This design comes from an exercise in tuning for small area on the open sky130 flow, not from production work.
Function was checked by simulation only, so behaviour that the tests miss may differ from the original.
Power and IR drop assume default switching activity.

Design iic_driver, start of the top module:
module iic_driver #
	(
		parameter	CLKIN_MHz = 100,
		parameter 	IIC_KHz = 1000,
		parameter	TIMEOUT_us = 1,
		parameter	RESTART_DELAY_us = 0
	)
	(
	input 				clk_in,
	input 				rst_n,
	input 				sda_in,
	output				sda_out,
	output				sda_en,
	output				scl,
	input				cmd_en,
	input	[7:0]		addr,
	input	[31:0]		cmd,
	input	[2:0]		cmd_len,
	input				wdata_vld,
	input	[7:0]		wdata,
	input	[7:0]		rd_len,
	output	[7:0]	rdata,
	output				rdata_vld,
	output				cmd_done,
	output	reg 		opt_err
    );
For scale: about 550 cells after synthesis, about 290 flip-flops, roughly 78 I/O pins, roughly 0.0098 mm^2 of cells after synthesis.
clock: 10.0 ns
lec_check: 0
cap_margin: 20
core_margin: 2
core_utilization: 40
slew_margin: 20
standard.sh (not shown) runs the stock make flow with config.mk's settings and CLKGATE_MAP_FILE= SYNTH_SCRIPT=/design/flow/synth_recipe.tcl, a recipe that flattens the netlist after the stock synthesis.
==> flow/flow/run.sh <==
#!/bin/bash
# The standard layout with these changes:
# - synthesis maps the logic with an area-oriented ABC script (flow/synth.tcl,
#   flow/abc_area.script)
# - ports are buffered with the smallest buffer
# - CTS uses clkbuf_8 leaf buffers for clusters of at most 16 sinks, clkbuf_4
#   above them, and inserts no dummy loads
set -euo pipefail
here=$(pwd)
export FLOW_WORK=$here
export MY_ABC_SCRIPT=$here/flow/abc_area.script
export BUFFER_PORTS_ARGS="-buffer_cell sky130_fd_sc_hd__buf_1"
export CTS_ARGS='-sink_clustering_enable -repair_clock_nets -dont_use_dummy_load -buf_list {sky130_fd_sc_hd__clkbuf_4 sky130_fd_sc_hd__clkbuf_16} -root_buf sky130_fd_sc_hd__clkbuf_4 -tree_buf sky130_fd_sc_hd__clkbuf_4 -sink_clustering_buffer sky130_fd_sc_hd__clkbuf_16 -sink_clustering_size 30 -sink_clustering_max_diameter 100'
sed "s|SYNTH_SCRIPT=[^ ]*|SYNTH_SCRIPT=$here/flow/synth.tcl|" standard.sh > synth_area.sh
bash synth_area.sh synth > synth_make.log 2>&1
bash standard.sh > flow_make.log 2>&1
==> flow/flow/abc_area.script <==
strash
&get -n
&deepsyn -J 50 -T 100
&put
dc2
dch -f
amap
strash
dc2
dch -f
amap
topo
==> flow/flow/synth.tcl <==
# The standard synthesis (synth_recipe.tcl), with one change: the final
# technology mapping uses the area-oriented ABC script in MY_ABC_SCRIPT
# instead of ORFS's speed script. Registers are mapped before ABC runs, so
# they are the same as in the standard synthesis.
proc abc {args} {
  set i [lsearch -exact $args -script]
  if {$i >= 0} { lset args [expr {$i + 1}] $::env(MY_ABC_SCRIPT) }
  yosys abc {*}$args
}
source $::env(FLOW_WORK)/synth_recipe.tcl
Rerun with:
--- a/flow/flow/run.sh
+++ b/flow/flow/run.sh
@@ -11,5 +11,5 @@
 export MY_ABC_SCRIPT=$here/flow/abc_area.script
 export BUFFER_PORTS_ARGS="-buffer_cell sky130_fd_sc_hd__buf_1"
-export CTS_ARGS='-sink_clustering_enable -repair_clock_nets -dont_use_dummy_load -buf_list {sky130_fd_sc_hd__clkbuf_4 sky130_fd_sc_hd__clkbuf_16} -root_buf sky130_fd_sc_hd__clkbuf_4 -tree_buf sky130_fd_sc_hd__clkbuf_4 -sink_clustering_buffer sky130_fd_sc_hd__clkbuf_16 -sink_clustering_size 30 -sink_clustering_max_diameter 100'
+export CTS_ARGS='-sink_clustering_enable -repair_clock_nets -dont_use_dummy_load -buf_list {sky130_fd_sc_hd__clkbuf_4 sky130_fd_sc_hd__clkbuf_8} -root_buf sky130_fd_sc_hd__clkbuf_4 -tree_buf sky130_fd_sc_hd__clkbuf_4 -sink_clustering_buffer sky130_fd_sc_hd__clkbuf_8 -sink_clustering_size 16 -sink_clustering_max_diameter 80'
 sed "s|SYNTH_SCRIPT=[^ ]*|SYNTH_SCRIPT=$here/flow/synth.tcl|" standard.sh > synth_area.sh
 bash synth_area.sh synth > synth_make.log 2>&1
Effect: Fmax hardly moves; via count went up slightly; routed wire length went up slightly; cell area barely changes; die area is unchanged; register-to-register slack degrades by 40 ps; critical path depth is unchanged; synthesized area does not change; first-iteration DRC count went down by roughly a tenth; synthesized cell count is unchanged.

Another version of the RTL of iic_driver (not shown whole).
Size in the first run: roughly 600 cells after synthesis, ~78 I/O pins.
==> flow/config.mk <==
export PLATFORM = sky130hd
export DESIGN_NAME = iic_driver
export DESIGN_NICKNAME = iic_driver
export VERILOG_FILES = /design/flow/design.v
export SDC_FILE = /design/flow/constraint.sdc
export NUM_CORES = 4
export LEC_CHECK = 0
export CAP_MARGIN = 20
export CORE_MARGIN = 2
export CORE_UTILIZATION = 40
export SLEW_MARGIN = 20
==> flow/constraint.sdc <==
create_clock -name core_clock -period 10.0 [get_ports {clk_in}]
set_input_delay 2.0000 -clock core_clock [delete_from_list [all_inputs] [get_ports {clk_in}]]
set_output_delay 2.0000 -clock core_clock [all_outputs]
set_load 0.01 [all_outputs]
==> flow/flow/run.sh <==
#!/bin/bash
# The standard layout with these changes:
# - synthesis maps the logic with an area-oriented ABC script (flow/synth.tcl)
# - ports are buffered with the smallest buffer
# - CTS uses clkbuf_8 in clusters of at most 16 sinks and inserts no dummy loads
set -euo pipefail
here=$(pwd)
export FLOW_WORK=$here
export MY_ABC_SCRIPT=$here/flow/abc_area.script
export BUFFER_PORTS_ARGS="-buffer_cell sky130_fd_sc_hd__buf_1"
export CTS_ARGS='-sink_clustering_enable -repair_clock_nets -dont_use_dummy_load -buf_list {sky130_fd_sc_hd__clkbuf_4 sky130_fd_sc_hd__clkbuf_8} -root_buf sky130_fd_sc_hd__clkbuf_4 -tree_buf sky130_fd_sc_hd__clkbuf_4 -sink_clustering_buffer sky130_fd_sc_hd__clkbuf_8 -sink_clustering_size 16 -sink_clustering_max_diameter 80'
sed "s|SYNTH_SCRIPT=[^ ]*|SYNTH_SCRIPT=$here/flow/synth.tcl|" standard.sh > synth_area.sh
bash synth_area.sh synth > synth_make.log 2>&1
bash standard.sh > flow_make.log 2>&1
==> flow/flow/abc_area.script <==
strash
dc2
dch -f
amap
strash
dc2
dch -f
amap
topo
Scripts as last shown in full above: flow/flow/synth.tcl
Change:
--- a/flow/flow/run.sh
+++ b/flow/flow/run.sh
@@ -2,5 +2,7 @@
 # The standard layout with these changes:
-# - synthesis maps the logic with an area-oriented ABC script (flow/synth.tcl)
+# - synthesis maps the logic with an area-oriented ABC script (flow/synth.tcl,
+#   flow/abc_area.script)
 # - ports are buffered with the smallest buffer
-# - CTS uses clkbuf_8 in clusters of at most 16 sinks and inserts no dummy loads
+# - CTS uses clkbuf_8 leaf buffers for clusters of at most 16 sinks, clkbuf_4
+#   above them, and inserts no dummy loads
 set -euo pipefail
==> flow/flow/abc_area.script (replaced) <==
strash
&get -n
&deepsyn -J 50 -T 100
&put
dc2
dch -f
amap
strash
dc2
dch -f
amap
topo
Result:
- The new run produced a clean layout
- critical path depth rose by 1
- wire length went down by a few percent
- worst hold slack is better by 0.051 ns
- combinational power came out lower by well over a third
- sequential share of layout area goes up by 0.74 points
- clock power went down slightly
- power went down by a quarter to a third
- area after synthesis decreases slightly
- first-iteration DRC count is lower by a few percent
- maximum frequency went up slightly
Change:
==> flow/flow/run.sh (replaced) <==
#!/bin/bash
# The standard layout with these changes:
# - synthesis maps the logic with an area-oriented ABC script (flow/synth.tcl)
# - ports are buffered with the smallest buffer
# - CTS uses clkbuf_8 in clusters of at most 16 sinks and inserts no dummy loads
set -euo pipefail
here=$(pwd)
export FLOW_WORK=$here
export MY_ABC_SCRIPT=$here/flow/abc_area.script
export BUFFER_PORTS_ARGS="-buffer_cell sky130_fd_sc_hd__buf_1"
export CTS_ARGS='-sink_clustering_enable -repair_clock_nets -dont_use_dummy_load -buf_list {sky130_fd_sc_hd__clkbuf_4 sky130_fd_sc_hd__clkbuf_16} -root_buf sky130_fd_sc_hd__clkbuf_4 -tree_buf sky130_fd_sc_hd__clkbuf_4 -sink_clustering_buffer sky130_fd_sc_hd__clkbuf_16 -sink_clustering_size 34 -sink_clustering_max_diameter 100'
sed "s|SYNTH_SCRIPT=[^ ]*|SYNTH_SCRIPT=$here/flow/synth.tcl|" standard.sh > synth_area.sh
bash synth_area.sh synth > synth_make.log 2>&1
bash standard.sh > flow_make.log 2>&1
==> flow/flow/abc_area.script (replaced) <==
strash
dc2
dch -f
amap
strash
dc2
dch -f
amap
topo
Global-route usage increases by 0.42 points.
Clock-buffer cell count decreases by 8.
Utilization decreases by 0.65 points.
Routed wire length increases by a few percent.
Critical path depth decreases by 1.
Setup slack loses 0.17 ns.
Total power increases by a quarter to a third.
Combinational power increases to 10 times its value.
Cell count increases by a few percent.
Via count increases by a few percent.

-- what the ideal ports hide --
In the flow no input, the clock included, has a driving cell. The finished layouts below were timed again as built, in two steps. Step 1, drivers: a clkbuf_16 drives clk_in and a buf_2 each remaining input, both assumed. Step 2, shift: input delay + t, output delay - t, t = (earliest + latest rising clock arrival at the registers) / 2. This alone moves slack from input paths to output paths. Three values: ideal ports, drivers, drivers and shift; two values: the first two.
run | shift t [ns] | slack for setup (ns) | worst setup path after step 2
the first run of note 1 | 0.648 | 4.461 / 4.425 / 4.425 | input to output
the second run of note 1 | 0.652 | 4.459 / 4.424 / 4.424 | input to output
the first run of note 2 | 0.662 | 4.401 / 4.362 / 4.478 | input to output
the second run of note 2 | 0.655 | 4.499 / 4.474 / 4.474 | input to output
the third run of note 2 | 0.640 | 4.332 / 4.293 / 4.478 | input to output
After both steps setup and hold are still met in every run listed. For the first run of note 1, which loses most, drivers alone change the setup slack by -0.036 ns; drivers and shift together by -0.036 ns.
